Context: an optimization exercise on an open-source flow, tuned for small area, a short achievable clock period and few clock cycles per item. The choices shown serve that exercise and are no tape-out recipe. Only simulation tests tie the RTL to the original design; equivalence was not proved. Power is estimated from default activity; no workload was simulated.

[flow/design.v]
module sobel_gx_gy#(
    parameter p_data_bits = 8
) (
    input wire i_clk,
    input wire i_rst,
    output wire busy_out,
    input wire valid_in,
    input wire [9*p_data_bits-1:0] data_in,
    output reg valid_out,
    output reg [p_data_bits-1:0] data_out_gx,
    output reg [p_data_bits-1:0] data_out_gy
);
wire [7:0] a00 = data_in[71:64];
wire [7:0] a10 = data_in[63:56];
wire [7:0] a20 = data_in[55:48];
wire [7:0] a01 = data_in[47:40];
wire [7:0] a21 = data_in[31:24];
wire [7:0] a02 = data_in[23:16];
wire [7:0] a12 = data_in[15:8];
wire [7:0] a22 = data_in[7:0];
wire [10:0] sx = a00 + a02 + {3'b000, ~a20} + {3'b000, ~a22} + {2'b00, a01, 1'b0} + {2'b00, ~a21, 1'b0};
wire [10:0] sy = a00 + a20 + {3'b000, ~a02} + {3'b000, ~a22} + {2'b00, a10, 1'b0} + {2'b00, ~a12, 1'b0};
assign busy_out = 1'b0;
always @(posedge i_clk) begin
    valid_out   <= valid_in & ~i_rst;
    data_out_gx <= sx[10:3];
    data_out_gy <= sy[10:3];
end
endmodule
[flow/run.sh]
#!/bin/bash
# synth_recipe.tcl (not shown) runs the flow's synth.tcl, then flattens the netlist and writes it again
# the make line also repeats each setting of config.mk as NAME=value (left out here)
make -C /OpenROAD-flow-scripts/flow DESIGN_CONFIG=/design/flow/config.mk WORK_HOME=/design/flow/orfs CLKGATE_MAP_FILE= SYNTH_SCRIPT=/design/flow/synth_recipe.tcl finish
[flow/config.mk]
export PLATFORM = sky130hd
export DESIGN_NAME = sobel_gx_gy
export DESIGN_NICKNAME = sobel_gx_gy
export VERILOG_FILES = /design/flow/design.v
export SDC_FILE = /design/flow/constraint.sdc
export NUM_CORES = 4
export LEC_CHECK = 0
export CAP_MARGIN = 20
export CORE_MARGIN = 2
export CORE_UTILIZATION = 40
export SLEW_MARGIN = 20
[flow/constraint.sdc]
create_clock -name core_clock -period 4.2 [get_ports {i_clk}]
set_input_delay 0.8400 -clock core_clock [delete_from_list [all_inputs] [get_ports {i_clk}]]
set_output_delay 0.8400 -clock core_clock [all_outputs]
set_load 0.01 [all_outputs]
==> results of run 1 <==
## layer usage
metal  routed length, microns  global-route usage [%]  vias to the layer above
li1                         -                       -                     1121
met1                     2110                    16.8                     1064
met2                     2830                    29.1                       61
met3                      221                    1.29                        8
met4                      100                    4.21                        0
met5                        0                       0                        -
## sequential cells by signal, summed over array words and instances, names as in the netlist
register,count
data_out_gy,8
valid_out,1
data_out_gx,8
## where the power goes
part	total (mW)	switching [mW]	internal, mW
Clock	0.123	0.0568	0.0658
Sequential	0.285	0.0224	0.263
Combinational	1.69	0.789	0.899
Total	2.10	0.868	1.23
## cells in the final DEF (no fill, tap or decap), types with 3 or more instances in the layout
master	synthesis	layout
buf_4	1	26
a21oi_1	5	5
xor2_1	5	5
xnor2_1	7	6
inv_1	153	147
fa_1	62	60
nor2_1	3	3
ha_1	20	14
clkdlybuf4s50_1	0	83
o21ai_0	7	6
clkbuf_8	0	3
dfxtp_1	17	17
a21o_1	3	3
inv_2	0	6
ha_4	0	6
## metrics by stage
step           util [%]  instances
2_1_floorplan         -        320
3_3_place_gp       56.6        524
3_5_place_dp       56.6        524
4_1_cts            57.6        528
5_1_grt            59.0        531
6_report           59.0        531
## timing repair
action / 4_1_cts / 5_1_grt
setup endpoints to repair: 3 / 8
pin swaps: 1 / 21
gates resized for setup: 4 / 16
cloned: 0 / 0
setup buffers: 0 / 3
## worst paths after layout
check                    from  depth (start not counted)             end  slack, ps
setup / recovery  data_in[18]                         12  data_out_gx[7]        100
hold / removal          i_rst                          2       valid_out       1110
## area by class of cell
cell class                 count  area, sq um  share of cell area, %
multi-input combinational    149         2100                   49.9
timing repair buffer         109         1030                   24.4
inverter                     153          574                   13.6
sequential                    17          340                   8.08
tap                           99          124                   2.94
clock buffer                   3         41.3                  0.980
clock inverter                 1         5.00                  0.119
## kinds of logic after synthesis
logic type / synth area share, %
adder cells (fa/ha/maj): 51.1
flip-flops: 11.7
AO/OA/AOI/OAI: 7.59
other: 0.129
XOR/XNOR: 3.60
AND/OR/NAND/NOR: 5.92
buffers and inverters: 19.9
==> metrics.md, run 1 <==
| Metric | Value |
|---|---|
| Buf/Inv on CP | `3` |
| Chip Height | `89.4 microns` |
| Cell Rows | `31` |
| Fmax | `244 MHz` |
| CP dominant cell by count | `fa_1` |
| HP Class | `input pin to flip-flop` |
| Final hold vios | `0` |
| Number of global-route vias before repair | `2438` |
| Most numerous cell in the Yosys netlist | `inv_1` |
| Maxcap violations | `0` |
| Worst-path cell chain | `clkdlybuf4s50_1 > inv_1 > fa_1 > inv_1 > fa_1 > fa_1 > and4bb_2 > fa_2 > a21oi_2 > o21a_1 > or4_1 > nand3_1` |
| WL final | `5270 microns` |
| Largest net degree at the start of global routing | `11` |
| CTS Hold Bufs | `0` |
| Via density | `4.24` |
| Avg Synthesized Cell Area | `9.11 sq um` |
| Crit Path Max Fanout | `3` |
| Crit end category | `flip-flop` |
| Clk slew on worst S/H paths | `70 ps` |
| Antenna cells | `0` |
| Slew Viols, Final | `0` |
| Final setup TNS | `0 ps` |
| Placed Area | `4040 sq um` |
| Setup violators final | `0` |
| Hold Slack | `1110 ps` |
| WP data arrival | `4300 ps` |
| Initial DRT Pass Iterations | `4` |
| Crit-path max cell delay | `540 ps` |
| Post-synthesis cell type count | `38` |
| Fillcell total | `659` |
| Top cells by area, synth | `fa_1 (43%), inv_1 (20%), dfxtp_1 (12%)` |
| Placement Setup Slack | `-362 ps` |
| CTS tree | `done` |
| First-pass GRT wire length | `9460 microns` |
| Worst Path Required | `4400 ps` |
| Synth top area share | `42.6%` |
| Post-layout min period | `4100 ps` |
| Cells after Synth | `320` |
| Critical Path Start Type | `input pin` |
| Die X | `89.4 microns` |
| Worst vdd ir | `235 uV` |
| Synth area leader | `fa_1` |
| Num ports | `93` |
| Clock root buffer | `clkbuf_8` |
| Cell Pwr Density | `498 nW/um^2` |
| Post-synth EDFFs | `0` |
| Setup slack after layout | `95.1 ps` |
| All-Layer GR Usage | `14.8%` |
| Vias | `2254` |
| Post-synth net total | `477` |
| Grt total ovfl | `0` |
| Critical path's top delay family | `adder cells` |
| Fin area | `4210 sq um` |
| CORE AREA | `7140 sq um` |
| Initial DRC Count | `35` |
| WS Path Type | `input pin to flip-flop` |
| Final Power | `2.10 mW` |
| YS warnings | `1` |
| Status | `finished clean` |
| Ys flop type | `dfxtp_1` |
| Leakage | `2.23 nW` |
| DIE AREA | `7990 sq um` |
| WL/cell | `9.92 microns` |
| Post-synth top cells | `inv_1 (153), fa_1 (62), ha_1 (20)` |
| Async SR Flop Fraction | `0%` |
| DR DRC count | `0` |
| Post-synthesis sequential element count | `17` |
| Num CTS Buffers | `3` |
| Clock Path Buffers | `2` |
| Nets | `590` |
| Post-synthesis sequential area ratio | `11.7%` |
| Mapped Area | `2920 sq um` |
| Area Overhead vs Synth | `44.4%` |
| Gpl congestion | `0.812` |
| Layout cell share with drive strength beyond 1 | `12.5%` |
| Clk sinks | `17` |
| H-tree depth | `1` |
| Crit share post-route | `97.7%` |
| Post-DRT Antenna Nets | `0` |
| Initial Util | `40.9%` |
| CP max-delay cell | `fa_1` |
| Initial antenna violation count | `0` |
| PortBufs | `83` |
| Detailed-placement wirelength estimate | `4830 microns` |
Testbench counts, summed over its fixed seeds: cycles 3,208, items 3,200.
==> run 2: changes to the inputs <==
--- a/flow/design.v
+++ b/flow/design.v
@@ -20,7 +20,16 @@
 wire [7:0] a22 = data_in[7:0];
-wire [10:0] sx = a00 + a02 + {3'b000, ~a20} + {3'b000, ~a22} + {2'b00, a01, 1'b0} + {2'b00, ~a21, 1'b0};
-wire [10:0] sy = a00 + a20 + {3'b000, ~a02} + {3'b000, ~a22} + {2'b00, a10, 1'b0} + {2'b00, ~a12, 1'b0};
 assign busy_out = 1'b0;
+reg [8:0] e_r, f_r, g_r, h_r;
+reg       valid_r;
 always @(posedge i_clk) begin
-    valid_out   <= valid_in & ~i_rst;
+    e_r     <= a00 + {1'b0, ~a22};
+    f_r     <= a02 + {1'b0, ~a20};
+    g_r     <= a01 + {1'b0, ~a21};
+    h_r     <= a10 + {1'b0, ~a12};
+    valid_r <= valid_in & ~i_rst;
+end
+wire [10:0] sx = e_r + f_r + {g_r, 1'b0};
+wire [10:0] sy = e_r + {2'b00, ~f_r} + {h_r, 1'b0} - 11'd1;
+always @(posedge i_clk) begin
+    valid_out   <= valid_r & ~i_rst;
     data_out_gx <= sx[10:3];
--- a/flow/config.mk
+++ b/flow/config.mk
@@ -10,2 +10,3 @@
 export CORE_UTILIZATION = 40
+export SETUP_SLACK_MARGIN = 2.4
 export SLEW_MARGIN = 20
==> metrics.md, run 2 <==
| Metric | Value |
|---|---|
| Leakage | `2.81 nW` |
| WP data arrival | `2740 ps` |
| DIE AREA | `10200 sq um` |
| Crit Path Max Fanout | `3` |
| First-pass GRT wire length | `14100 microns` |
| Psw | `1.32 mW` |
| PortBufs | `83` |
| Num CTS Buffers | `5` |
| Cell Pwr Density | `562 nW/um^2` |
| Worst reg2reg setup slack | `1660 ps` |
| CORE AREA | `9200 sq um` |
| Final setup TNS | `0 ps` |
| Post-synth EDFFs | `0` |
| Via density | `4.92` |
| Avg Synthesized Cell Area | `9.62 sq um` |
| Vias | `3229` |
| Slew Viols, Final | `0` |
| Post-layout min period | `2540 ps` |
| Clk sinks | `54` |
| Sw Ratio | `37.6%` |
| RR Startpoint | `h_r[1]` |
| Clock root buffer | `clkbuf_8` |
| Top cells by area, synth | `dfxtp_1 (29%), ha_1 (19%), fa_1 (11%)` |
| Crit share post-route | `60.4%` |
| RSZ-0062 raised after global routing | `true` |
| H-tree depth | `2` |
| HP Class | `flip-flop to flip-flop` |
| CTS Hold Bufs | `0` |
| Cell Rows | `35` |
| Initial DRT Pass Iterations | `4` |
| Fmax | `394 MHz` |
| Fin area | `6260 sq um` |
| Post-synth top cells | `inv_1 (78), ha_1 (57), dfxtp_1 (54)` |
| Placement Setup Slack | `1200 ps` |
| Worst vdd ir | `348 uV` |
| Largest net degree at the start of global routing | `17` |
| Chip Height | `101 microns` |
| Sequential share of power | `21.2%` |
| Fin util | `68.1%` |
| Reg2Reg Depth | `9` |
| Setup violators final | `0` |
| Clock latency (worst-skew pair) | `290 ps` |
| CTS tree | `done` |
| Crit end category | `flip-flop` |
| Antenna cells | `0` |
| FF-to-FF End | `data_out_gy[7]` |
| Clk_skew | `3.90 ps` |
| Placed Area | `5200 sq um` |
| Layout cell share with drive strength beyond 1 | `44.0%` |
| Num ports | `93` |
| Maxcap violations | `0` |
| Most frequent cells in the layout | `buf_4 (49), dlygate4sd2_1 (43), dfxtp_1 (42)` |
| All-Layer GR Usage | `17.1%` |
| Initial DRC Count | `45` |
| Cells after Synth | `392` |
| Hold Slack | `462 ps` |
| WL/cell | `13.1 microns` |
| Hold Path Depth | `1` |
| Gpl congestion | `0.807` |
| YS warnings | `1` |
| Area Overhead vs Synth | `66.1%` |
| Async SR Flop Fraction | `0%` |
| Clock share of power | `11.9%` |
| Commonest non-fill, non-tap cell in the layout | `buf_4` |
| Logic gate share of total power | `66.9%` |
| Initial antenna violation count | `0` |
| WS Path Type | `flip-flop to flip-flop` |
| Ys flop type | `dfxtp_1` |
| Hold worst-path end | `valid_out` |
| Detailed-placement wirelength estimate | `6370 microns` |
| Post-synth net total | `544` |
| Most numerous cell in the Yosys netlist | `inv_1` |
| Post-synthesis sequential element count | `54` |
| Setup slack after layout | `1660 ps` |
| Synth area leader | `dfxtp_1` |
| Fillcell total | `753` |
| WL final | `8620 microns` |
| Post-DRT Antenna Nets | `0` |
| Mapped Area | `3770 sq um` |
| Worst Path Required | `4400 ps` |
| Final hold vios | `0` |
| Nets | `696` |
| Status | `finished clean` |
| DR DRC count | `0` |
| Power Internal | `2.20 mW` |
| Number of global-route vias before repair | `3297` |
| Grt total ovfl | `0` |
| Clock Path Buffers | `2` |
| HP Start | `valid_r` |
| Post-synthesis cell type count | `44` |
| Synth top area share | `28.7%` |
| Post-synthesis sequential area ratio | `28.7%` |
| Initial Util | `41.0%` |
| Clk slew on worst S/H paths | `90 ps` |
| Critical Path Start Type | `flip-flop` |
| Die X | `101 microns` |
[run 2: how the worst max path moves through the flow]
stage / start / end / slack [ps] / cells past startpoint
3_5_place_dp: data_in[48] / f_r[6] / 1200 / 8
4_1_cts: h_r[1] / data_out_gy[7] / 1690 / 9
3_3_place_gp: data_in[24] / g_r[6] / 1220 / 8
5_1_grt: h_r[1] / data_out_gy[7] / 1560 / 9
6_report: h_r[1] / data_out_gy[7] / 1660 / 9
2_1_floorplan: e_r[1] / data_out_gy[7] / 1810 / 11
[run 2: cell families after synthesis]
logic type | after synthesis | share of synthesized area [%]
AO/OA/AOI/OAI | 96 | 19.0
XOR/XNOR | 28 | 6.50
adder cells (fa/ha/maj) | 77 | 29.5
buffers and inverters | 79 | 7.96
flip-flops | 54 | 28.7
other | 1 | 0.0994
AND/OR/NAND/NOR | 57 | 8.20
[run 2: cell type report]
cell class | instances | area (sq um) | area share (%)
Clock buffer | 6 | 82.6 | 1.32
Clock inverter | 2 | 60.1 | 0.959
Inverter | 78 | 342 | 5.45
Multi-Input combinational cell | 259 | 3220 | 51.4
Sequential cell | 54 | 1100 | 17.5
Tap cell | 111 | 139 | 2.22
Timing Repair Buffer | 146 | 1320 | 21.1
[run 2: power groups by stage]
stage | clock network [mW] | registers (mW) | logic [mW]
after detailed placement | 0 | 0.767 | 1.93
after floorplan | 0 | 0.792 | 1.38
after CTS | 0.428 | 0.754 | 2.15
after global placement | 0 | 0.766 | 1.89
after global routing | 0.451 | 0.761 | 2.63
final | 0.418 | 0.747 | 2.35
[run 2: timing repair]
item,4_1_cts,5_1_grt
pin swaps,77,47
resized for setup,211,36
endpoints found under the setup margin,64,36
setup buffers,43,20
gates cloned,0,0
[run 2: metal layers]
metal	share of wire (%)	global-route usage [%]	up-vias
met5	0	0	-
met4	1.1	3.12	0
met3	3.1	2.84	8
met2	52	31.9	49
met1	44	20.7	1530
li1	-	-	1642
[run 2: per-stage QoR]
step / cells / total power, mW
3_5_place_dp: 585 / 2.70
4_1_cts: 636 / 3.33
2_1_floorplan: 392 / 2.18
3_3_place_gp: 585 / 2.65
5_1_grt: 656 / 3.84
6_report: 656 / 3.52
[run 2: critical path, stage by stage, from the launching register on]
cell and delay, ps:
dfxtp_2 340, inv_2 40, ha_4 230, fa_1 490, o21ba_4 160, fa_2 330
a21o_1 230, a221oi_4 370, nand3_1 150, o311ai_2 110
Testbench counts of run 2, summed over its fixed seeds: cycles 3,216, items 3,200.
==> run 3: changes to the inputs <==
--- a/flow/config.mk
+++ b/flow/config.mk
@@ -10,3 +10,2 @@
 export CORE_UTILIZATION = 40
-export SETUP_SLACK_MARGIN = 2.4
 export SLEW_MARGIN = 20
==> metrics.md, run 3 <==
| Metric | Value |
|---|---|
| Status | `finished clean` |
| Num ports | `93` |
| Commonest non-fill, non-tap cell in the layout | `clkdlybuf4s50_1` |
| Avg Synthesized Cell Area | `9.62 sq um` |
| Largest net degree at the start of global routing | `18` |
| DIE AREA | `10200 sq um` |
| Setup violators final | `0` |
| CORE AREA | `9200 sq um` |
| Nets | `633` |
| Post-synth net total | `544` |
| Post-layout min period | `2720 ps` |
| CTS Hold Bufs | `0` |
| Post-DRT Antenna Nets | `0` |
| Num CTS Buffers | `5` |
| Post-synth top cells | `inv_1 (78), ha_1 (57), dfxtp_1 (54)` |
| Vias | `2923` |
| Fin area | `4830 sq um` |
| Critical Path Start Type | `input pin` |
| Crit Path Max Fanout | `4` |
| Number of global-route vias before repair | `2842` |
| Clk_skew | `12.5 ps` |
| Setup Buffers After CTS | `0` |
| Detailed-placement wirelength estimate | `6110 microns` |
| First-pass GRT wire length | `12400 microns` |
| Setup slack after layout | `1480 ps` |
| Placed Area | `4730 sq um` |
| Cell Rows | `35` |
| Via density | `4.93` |
| Area Overhead vs Synth | `28.2%` |
| Grt total ovfl | `0` |
| H-tree depth | `2` |
| Post-synthesis sequential element count | `54` |
| All-Layer GR Usage | `15.1%` |
| RSZ-0062 raised after global routing | `false` |
| Fmax | `367 MHz` |
| Post-synth EDFFs | `0` |
| Most frequent cells in the layout | `clkdlybuf4s50_1 (83), inv_1 (78), ha_1 (57)` |
| Mapped Area | `3770 sq um` |
| WP data arrival | `2920 ps` |
| Synth area leader | `dfxtp_1` |
| Maxcap violations | `0` |
| Layout cell share with drive strength beyond 1 | `2.90%` |
| Gpl congestion | `0.800` |
| Clock root buffer | `clkbuf_8` |
| Leakage | `2.32 nW` |
| Final hold vios | `0` |
| Placement Setup Slack | `1130 ps` |
| Antenna cells | `0` |
| Clk slew on worst S/H paths | `100 ps` |
| Cell Pwr Density | `564 nW/um^2` |
| HP Class | `flip-flop to flip-flop` |
| Initial DRC Count | `48` |
| Post-synthesis sequential area ratio | `28.7%` |
| Initial DRT Pass Iterations | `4` |
| PortBufs | `83` |
| Clock latency (worst-skew pair) | `310 ps` |
| Non-filler instance count after layout | `593` |
| Synth top area share | `28.7%` |
| Die X | `101 microns` |
| YS warnings | `1` |
| Clock Path Buffers | `2` |
| Chip Height | `101 microns` |
| Most numerous cell in the Yosys netlist | `inv_1` |
| Initial Util | `41.0%` |
| WL/cell | `12.0 microns` |
| Final setup TNS | `0 ps` |
| Worst vdd ir | `236 uV` |
| Clk sinks | `54` |
| Placed insts | `585` |
| Crit share post-route | `64.9%` |
| Top cells by area, synth | `dfxtp_1 (29%), ha_1 (19%), fa_1 (11%)` |
| Slew Viols, Final | `0` |
| Ys flop type | `dfxtp_1` |
| DR DRC count | `0` |
| WS Path Type | `input pin to flip-flop` |
| WL final | `7140 microns` |
| Async SR Flop Fraction | `0%` |
| Worst Path Required | `4390 ps` |
| CTS resizes | `0` |
| CTS tree | `done` |
| Initial antenna violation count | `0` |
| Crit end category | `flip-flop` |
| Post-synthesis cell type count | `44` |
| Cells after Synth | `392` |
-- run 3: cell counts after synthesis --
No cell type changed its count.
-- run 3: power by group --
| group | internal (mW) | switching (mW) |
|---|---|---|
| Combinational | 0.839 | 0.830 |
| Sequential | 0.681 | 0.0687 |
| Clock | 0.136 | 0.171 |
| Total | 1.66 | 1.07 |
-- run 3: kinds of logic (layout without fill, tap and decap cells) --
| group | count (synthesis) | in the layout | synth area share, % |
|---|---|---|---|
| and+or+nand+nor | 57 | 57 | 8.20 |
| DFF | 54 | 54 | 28.7 |
| adders and majority gates | 77 | 77 | 29.5 |
| xor gates and xnor gates | 28 | 28 | 6.50 |
| other | 1 | 1 | 0.0994 |
| buffers and inverters | 79 | 169 | 7.96 |
| AOI/OAI and AO/OA | 96 | 96 | 19.0 |
-- run 3: metrics by stage --
step,power (mW),hold WS (ps),util (%)
after floorplan,1.94,414,-
after global placement,2.38,424,51.5
after detailed placement,2.43,433,51.5
after CTS,2.75,457,52.6
after global routing,3.01,478,52.6
final,2.73,447,52.6
-- run 3: final timing paths --
| check | slack (ps) | endpoint | depth (start not counted) | startpoint |
|---|---|---|---|---|
| worst max-delay path | 1480 | g_r[6] | 8 | data_in[24] |
| worst min-delay path | 450 | valid_out | 1 | valid_r |
| worst max register to register | 1510 | data_out_gy[7] | 9 | e_r[3] |
| worst min register to register | 450 | valid_out | 1 | valid_r |
-- run 3: layout make-up --
type / count / area (sq um)
fill: 882 / 4360
timing repair buffer: 83 / 831
clock buffer: 6 / 82.6
tap: 111 / 139
clock inverter: 2 / 17.5
sequential: 54 / 1080
multi-input combinational: 259 / 2390
inverter: 78 / 293
-- run 3: metal layers --
| metal | part of all wire (%) | global-route usage [%] |
|---|---|---|
| met1 | 48 | 19.3 |
| met2 | 46 | 26.0 |
| met3 | 4.7 | 2.64 |
| met4 | 1.2 | 4.16 |
| met5 | 0 | 0 |
-- run 3: critical path, stage by stage --
cell,delay (ps)
clkdlybuf4s50_1,450
inv_1,40
ha_1,230
fa_1,410
a21o_1,190
a21oi_1,310
nor4b_1,100
or3b_1,360
==> run 4: changes to the inputs <==
==> flow/flow/run.sh (new file) <==
#!/bin/bash
# Standard ORFS layout, except that the port buffers are plain buf_1 cells
# instead of the resizer's default pick (a 10 um2 delay buffer).
set -euo pipefail
export BUFFER_PORTS_ARGS="-buffer_cell sky130_fd_sc_hd__buf_1"
bash standard.sh finish > orfs_flow.log 2>&1
==> flow/standard.sh (new file) <==
#!/bin/bash
# synth_recipe.tcl (not shown) runs the flow's synth.tcl, then flattens the netlist and writes it again
# the make line also repeats each setting of config.mk as NAME=value (left out here)
make -C /OpenROAD-flow-scripts/flow DESIGN_CONFIG=/design/flow/config.mk WORK_HOME=/design/flow/orfs CLKGATE_MAP_FILE= SYNTH_SCRIPT=/design/flow/synth_recipe.tcl "${@:-finish}"
removed: flow/run.sh
==> metrics.md, run 4 <==
| Metric | Value |
|---|---|
| Post-synthesis xor/xnor area fraction | `6.50%` |
| Critical path's top delay family | `adder cells` |
| Post-synthesis mux area share | `0%` |
| Clock latency (worst-skew pair) | `290 ps` |
| Worst Path Required | `4400 ps` |
| CP max-delay cell | `fa_1` |
| Slew Viols, Final | `0` |
| Crit-path max cell delay | `530 ps` |
| Final setup TNS | `0 ps` |
| Setup Buffers After CTS | `0` |
| All-Layer GR Usage | `14.3%` |
| Leakage | `2.10 nW` |
| Power Internal | `1.55 mW` |
| Clk slew on worst S/H paths | `90 ps` |
| Number of global-route vias before repair | `2616` |
| Chip Height | `101 microns` |
| Largest net degree at the start of global routing | `17` |
| Worst-path cell chain | `inv_1 > ha_1 > fa_1 > inv_1 > fa_1 > a21o_1 > a221oi_2 > nand3_1 > o311ai_1` |
| Crit Path Max Fanout | `3` |
| Clk sinks | `54` |
| Most frequent cells in the layout | `buf_1 (83), inv_1 (78), ha_1 (57)` |
| Post-synth top cells | `inv_1 (78), ha_1 (57), dfxtp_1 (54)` |
| Psw | `1.04 mW` |
| Worst vdd ir | `283 uV` |
| Cells after Synth | `392` |
| Post-DRT Antenna Nets | `0` |
| Grt total ovfl | `0` |
| Commonest non-fill, non-tap cell in the layout | `buf_1` |
| Non-filler instance count after layout | `593` |
| Nets | `633` |
| Post-synthesis cell type count | `44` |
| Layout cell share with drive strength beyond 1 | `2.90%` |
| H-tree depth | `2` |
| DIE AREA | `10200 sq um` |
| CORE AREA | `9200 sq um` |
| DR DRC count | `0` |
| Initial DRT Pass Iterations | `4` |
| Logic gate share of total power | `58.4%` |
| YS warnings | `1` |
| Crit end category | `flip-flop` |
| Ys flop type | `dfxtp_1` |
| Sequential share of power | `28.7%` |
| Detailed-placement wirelength estimate | `5900 microns` |
| Critical Path Start Type | `flip-flop` |
| Clock share of power | `12.8%` |
| Avg Synthesized Cell Area | `9.62 sq um` |
| Status | `finished clean` |
| Final hold vios | `0` |
| RSZ-0062 raised after global routing | `false` |
| Initial Util | `41.0%` |
| Post-layout min period | `2680 ps` |
| Simple-gate share of the synthesized area | `8.20%` |
| WL/cell | `11.5 microns` |
| WP data arrival | `2880 ps` |
| CTS resizes | `0` |
| Fmax | `373 MHz` |
| Post-synthesis sequential element count | `54` |
| Via density | `4.80` |
| Cell Pwr Density | `600 nW/um^2` |
| Post-synthesis sequential area ratio | `28.7%` |
| Initial DRC Count | `68` |
| Setup violators final | `0` |
| Clk_skew | `3.60 ps` |
| Placed insts | `585` |
| Clock root buffer | `clkbuf_8` |
| Post-synth EDFFs | `0` |
| Post-synth net total | `544` |
| WL final | `6820 microns` |
| PortBufs | `83` |
| HP Class | `flip-flop to flip-flop` |
| WS Path Type | `flip-flop to flip-flop` |
| Antenna cells | `0` |
| Num ports | `93` |
| Mapped Area | `3770 sq um` |
| Clock Path Buffers | `2` |
| Cell Rows | `35` |
| Async SR Flop Fraction | `0%` |
| Adder-Cell Fraction of Synth Area | `29.5%` |
| Largest family of logic cells by synthesized area | `adder cells` |
| Synth Area in Compound Gates | `19.0%` |
| CTS Hold Bufs | `0` |
| Initial antenna violation count | `0` |
| CTS tree | `done` |
| Vias | `2847` |
| Sw Ratio | `40.1%` |
| Fillcell total | `926` |
| Most numerous cell in the Yosys netlist | `inv_1` |
| Area Overhead vs Synth | `14.6%` |
| First-pass GRT wire length | `11800 microns` |
| Crit share post-route | `63.9%` |
| Die X | `101 microns` |
| Synth top area share | `28.7%` |
| Maxcap violations | `0` |
| Buf/Inv on CP | `2` |
| Num CTS Buffers | `5` |
| Gpl congestion | `0.803` |
| Top cells by area, synth | `dfxtp_1 (29%), ha_1 (19%), fa_1 (11%)` |
| Synth area leader | `dfxtp_1` |
[run 4: cell counts after synthesis]
Identical to the previous run, type by type.
[run 4: cells by family after synthesis]
logic type / Yosys count
AOI/OAI and AO/OA: 96
and+or+nand+nor: 57
adders and majority gates: 77
buffers and inverters: 79
xor gates and xnor gates: 28
other: 1
DFF: 54
[run 4: path summary, 6_finish.rpt]
| path | depth (start not counted) | startpoint | endpoint | slack (ps) |
|---|---|---|---|---|
| setup / recovery | 9 | e_r[3] | data_out_gy[7] | 1520 |
| setup reg to reg | 9 | e_r[3] | data_out_gy[7] | 1520 |
| hold / removal | 1 | valid_r | valid_out | 450 |
| hold reg to reg | 1 | valid_r | valid_out | 450 |
[run 4: final cells by class]
class / instances / area (sq um) / share of cell area (%)
Inverter: 78 / 293 / 6.77
Tap cell: 111 / 139 / 3.21
Clock buffer: 5 / 68.8 / 1.59
Sequential cell: 54 / 1080 / 25.0
Clock inverter: 3 / 40.0 / 0.926
Timing Repair Buffer: 83 / 312 / 7.21
Multi-Input combinational cell: 259 / 2390 / 55.3
[run 4: per-layer routing]
metal | vias to the layer above | routed length (microns) | track usage (%)
met5 | - | 0 | 0
met4 | 0 | 34 | 2.81
met3 | 2 | 303 | 2.29
met2 | 59 | 3190 | 23.6
met1 | 1269 | 3300 | 19.7
li1 | 1517 | - | -
[run 4: through the flow]
stage	instance area, sq um	util [%]	power, mW	hold WS [ps]	worst slack [ps]
2_1_floorplan	3770	-	1.94	414	1700
3_3_place_gp	4210	45.8	2.24	425	1530
3_5_place_dp	4210	45.8	2.28	435	1510
4_1_cts	4320	47.0	2.63	458	1470
5_1_grt	4320	47.0	2.87	475	1320
6_report	4320	47.0	2.60	449	1520
[run 4: worst reg2reg max path: stages (launching register included)]
cell and delay (ps):
dfxtp_1 380, inv_1 60, ha_1 310, fa_1 530, inv_1 70, fa_1 450, a21o_1 200, a221oi_2 350
nand3_1 130, o311ai_1 110
[run 4: power by group through the flow]
stage	Combinational (mW)	Sequential (mW)	Clock, mW
finish	1.52	0.746	0.333
global route	1.74	0.760	0.369
CTS	1.53	0.749	0.354
detailed placement	1.52	0.761	0
global placement	1.47	0.765	0
floorplan	1.16	0.786	0
==> run 5: changes to the inputs <==
--- a/flow/config.mk
+++ b/flow/config.mk
@@ -7,2 +7,3 @@
 export LEC_CHECK = 0
+export ABC_AREA = 1
 export CAP_MARGIN = 20
==> metrics.md, run 5 <==
| Metric | Value |
|---|---|
| Status | `finished clean` |
| DIE AREA | `10200 sq um` |
| Clock latency (worst-skew pair) | `310 ps` |
| CORE AREA | `9200 sq um` |
| Leakage | `2.42 nW` |
| Initial Util | `40.9%` |
| RR Startpoint | `e_r[2]` |
| Mapped Area | `3760 sq um` |
| Chip Height | `101 microns` |
| Final Power | `2.51 mW` |
| Fmax | `412 MHz` |
| Fillcell total | `953` |
| Initial DRT Pass Iterations | `4` |
| Critical Path Start | `e_r[2]` |
| FF/Latch Area | `1080 sq um` |
| Nets | `716` |
| Gpl congestion | `0.805` |
| Post-synth EDFFs | `0` |
| Clock root buffer | `clkbuf_8` |
| Grt total ovfl | `0` |
| DR DRC count | `0` |
| Cell Rows | `35` |
| Cells after Synth | `475` |
| Ys flop type | `dfxtp_1` |
| H-tree depth | `2` |
| Final hold vios | `0` |
| Detailed-placement wirelength estimate | `5730 microns` |
| Clock Path Buffers | `2` |
| Async SR Flop Fraction | `0%` |
| Critical Path Start Type | `flip-flop` |
| Post-synth net total | `627` |
| Num ports | `93` |
| CTS resizes | `0` |
| Post-synthesis sequential element count | `54` |
| Post-synthesis sequential area ratio | `28.7%` |
| Number of global-route vias before repair | `2886` |
| Slew Viols, Final | `0` |
| CTS Hold Bufs | `0` |
| HP Class | `flip-flop to flip-flop` |
| Worst Setup EP | `data_out_gy[7]` |
| Clk sinks | `54` |
| Cell Pwr Density | `581 nW/um^2` |
| Worst Path Required | `4410 ps` |
| Area Overhead vs Synth | `14.8%` |
| Num CTS Buffers | `5` |
| Largest net degree at the start of global routing | `18` |
| Post-synth top cells | `inv_1 (121), nand2_1 (103), ha_1 (57)` |
| Via density | `4.44` |
| CTS tree | `done` |
| FF-to-FF End | `data_out_gy[7]` |
| Setup violators final | `0` |
| Post-synthesis cell type count | `22` |
| Layout cell share with drive strength beyond 1 | `2.12%` |
| Worst vdd ir | `247 uV` |
| Hold Path Depth | `2` |
| WP data arrival | `2640 ps` |
| First-pass GRT wire length | `11800 microns` |
| Setup Buffers After CTS | `0` |
| Initial antenna violation count | `0` |
| Initial DRC Count | `74` |
| Most frequent cells in the layout | `inv_1 (121), nand2_1 (103), buf_1 (83)` |
| Post-layout min period | `2430 ps` |
| Multi-input logic area | `2220 sq um` |
| Die X | `101 microns` |
| All-Layer GR Usage | `14.4%` |
| Synth top area share | `28.7%` |
| Post-DRT Antenna Nets | `0` |
| PortBufs | `83` |
| YS warnings | `1` |
| Vias | `3001` |
| Worst reg2reg setup slack | `1770 ps` |
| Clk slew on worst S/H paths | `100 ps` |
| WL final | `6570 microns` |
| Top cells by area, synth | `dfxtp_1 (29%), ha_1 (19%), inv_1 (12%)` |
| WS Path Type | `flip-flop to flip-flop` |
| Final setup TNS | `0 ps` |
| Crit share post-route | `57.8%` |
| Crit Path Max Fanout | `3` |
| Most numerous cell in the Yosys netlist | `inv_1` |
| Maxcap violations | `0` |
| Synth area leader | `dfxtp_1` |
| WL/cell | `9.72 microns` |
| Reg2Reg Depth | `11` |
| Fin util | `47.0%` |
| Clk_skew | `5.27 ps` |
| RSZ-0062 raised after global routing | `false` |
| Crit end category | `flip-flop` |
| Commonest non-fill, non-tap cell in the layout | `inv_1` |
| Avg Synthesized Cell Area | `7.92 sq um` |
| Antenna cells | `0` |
run 5: changes by cell type in the layout (fill, tap and decap cells not counted), moves of 5 or more:
cell      previous run  this run
a211oi_1             7         0
a21o_1              17         1
a21oi_1             17        27
a311oi_1             5         0
inv_1               78       121
nand2_1             10       103
nand3_1              6        33
nand4_1              1         8
nor2b_1             10         0
o211ai_1             6         0
o21a_1               8         0
xnor2_1             18         4
xor2_1              10        24
run 5: worst min path at each step:
stage	from	endpoint	slack, ps
2_1_floorplan	valid_r	valid_out	390
3_3_place_gp	valid_r	valid_out	400
3_5_place_dp	valid_r	valid_out	410
4_1_cts	valid_r	valid_out	420
5_1_grt	valid_r	valid_out	440
6_report	valid_r	valid_out	420
run 5: kinds of logic after synthesis:
family / Yosys count / synth area share (%)
fa+ha+maj: 77 / 29.6
flops: 54 / 28.7
other cells: 1 / 0.0997
buf+inv: 122 / 12.3
simple gates: 158 / 17.8
xor+xnor: 28 / 6.52
compound gates: 35 / 4.99
run 5: final cells by class:
class	instances	area share (%)
timing repair buffer	83	7.22
clock buffer	5	1.59
sequential	54	25.0
clock inverter	3	1.01
inverter	121	10.5
tap	111	3.22
multi-input combinational	299	51.4
run 5: worst max-delay path, cell delays in order (launching register included):
cell     delay (ps)
dfxtp_1         320
inv_1            60
ha_1            310
fa_1            500
inv_1            50
and2_1          160
fa_1            410
nand3_1          90
nand2_1         120
nand3_1         100
nand2_1          70
xor2_1          140
run 5: power breakdown:
group / internal [mW] / switching [mW]
clock network: 0.179 / 0.168
logic: 0.564 / 0.855
registers: 0.679 / 0.0646
run 5: layer usage:
metal | part of all wire (%) | up-vias | track usage [%]
met1 | 47 | 1293 | 17.8
met3 | 3.7 | 12 | 1.66
met4 | 2.3 | 0 | 5.61
li1 | - | 1631 | -
met5 | 0 | - | 0
met2 | 47 | 65 | 25.3
run 5: metrics by stage:
| stage | hold slack, ps | instances | worst slack (ps) | instance area (sq um) |
|---|---|---|---|---|
| after floorplan | 388 | 475 | 1940 | 3760 |
| final | 415 | 676 | 1770 | 4320 |
| after detailed placement | 413 | 668 | 1790 | 4210 |
| after global placement | 396 | 668 | 1810 | 4210 |
| after global routing | 436 | 676 | 1600 | 4320 |
| after CTS | 422 | 676 | 1780 | 4320 |

afterwards: timing with drivers on the ports:
How much do the figures lean on ideal ports? The routed layouts below were timed once more, with nothing changed but the port constraints.
Step 1 assumes that a clkbuf_16 drives the clock port and a buf_2 every other input.
Step 2 adds t to the input delays and takes it off the output delays; t is the mean of the earliest and latest rising clock arrival at the registers after step 1. Input paths then give back, and output paths get back, about the clock's delay inside the block.
Slacks: ideal ports / drivers / drivers and shift; pairs: ideal ports / drivers.
run | shift t [ns] | slack for setup (ns) | worst setup path after step 2 | cell pins on the clock port's net
run 1 | 0.273 | 0.095 / 0.087 / -0.186 | input to register | 1
run 2 | 0.323 | 1.664 / 1.664 / 1.664 | register to register | 1
run 3 | 0.333 | 1.476 / 1.486 / 1.153 | input to register | 1
run 4 | 0.322 | 1.517 / 1.517 / 1.517 | register to register | 1
run 5 | 0.340 | 1.773 / 1.773 / 1.773 | register to register | 1
Met with ideal ports but missed after step 2: setup timing in run 1. For run 3, which loses most, drivers alone change the setup slack by +0.010 ns; drivers and shift together by -0.323 ns.
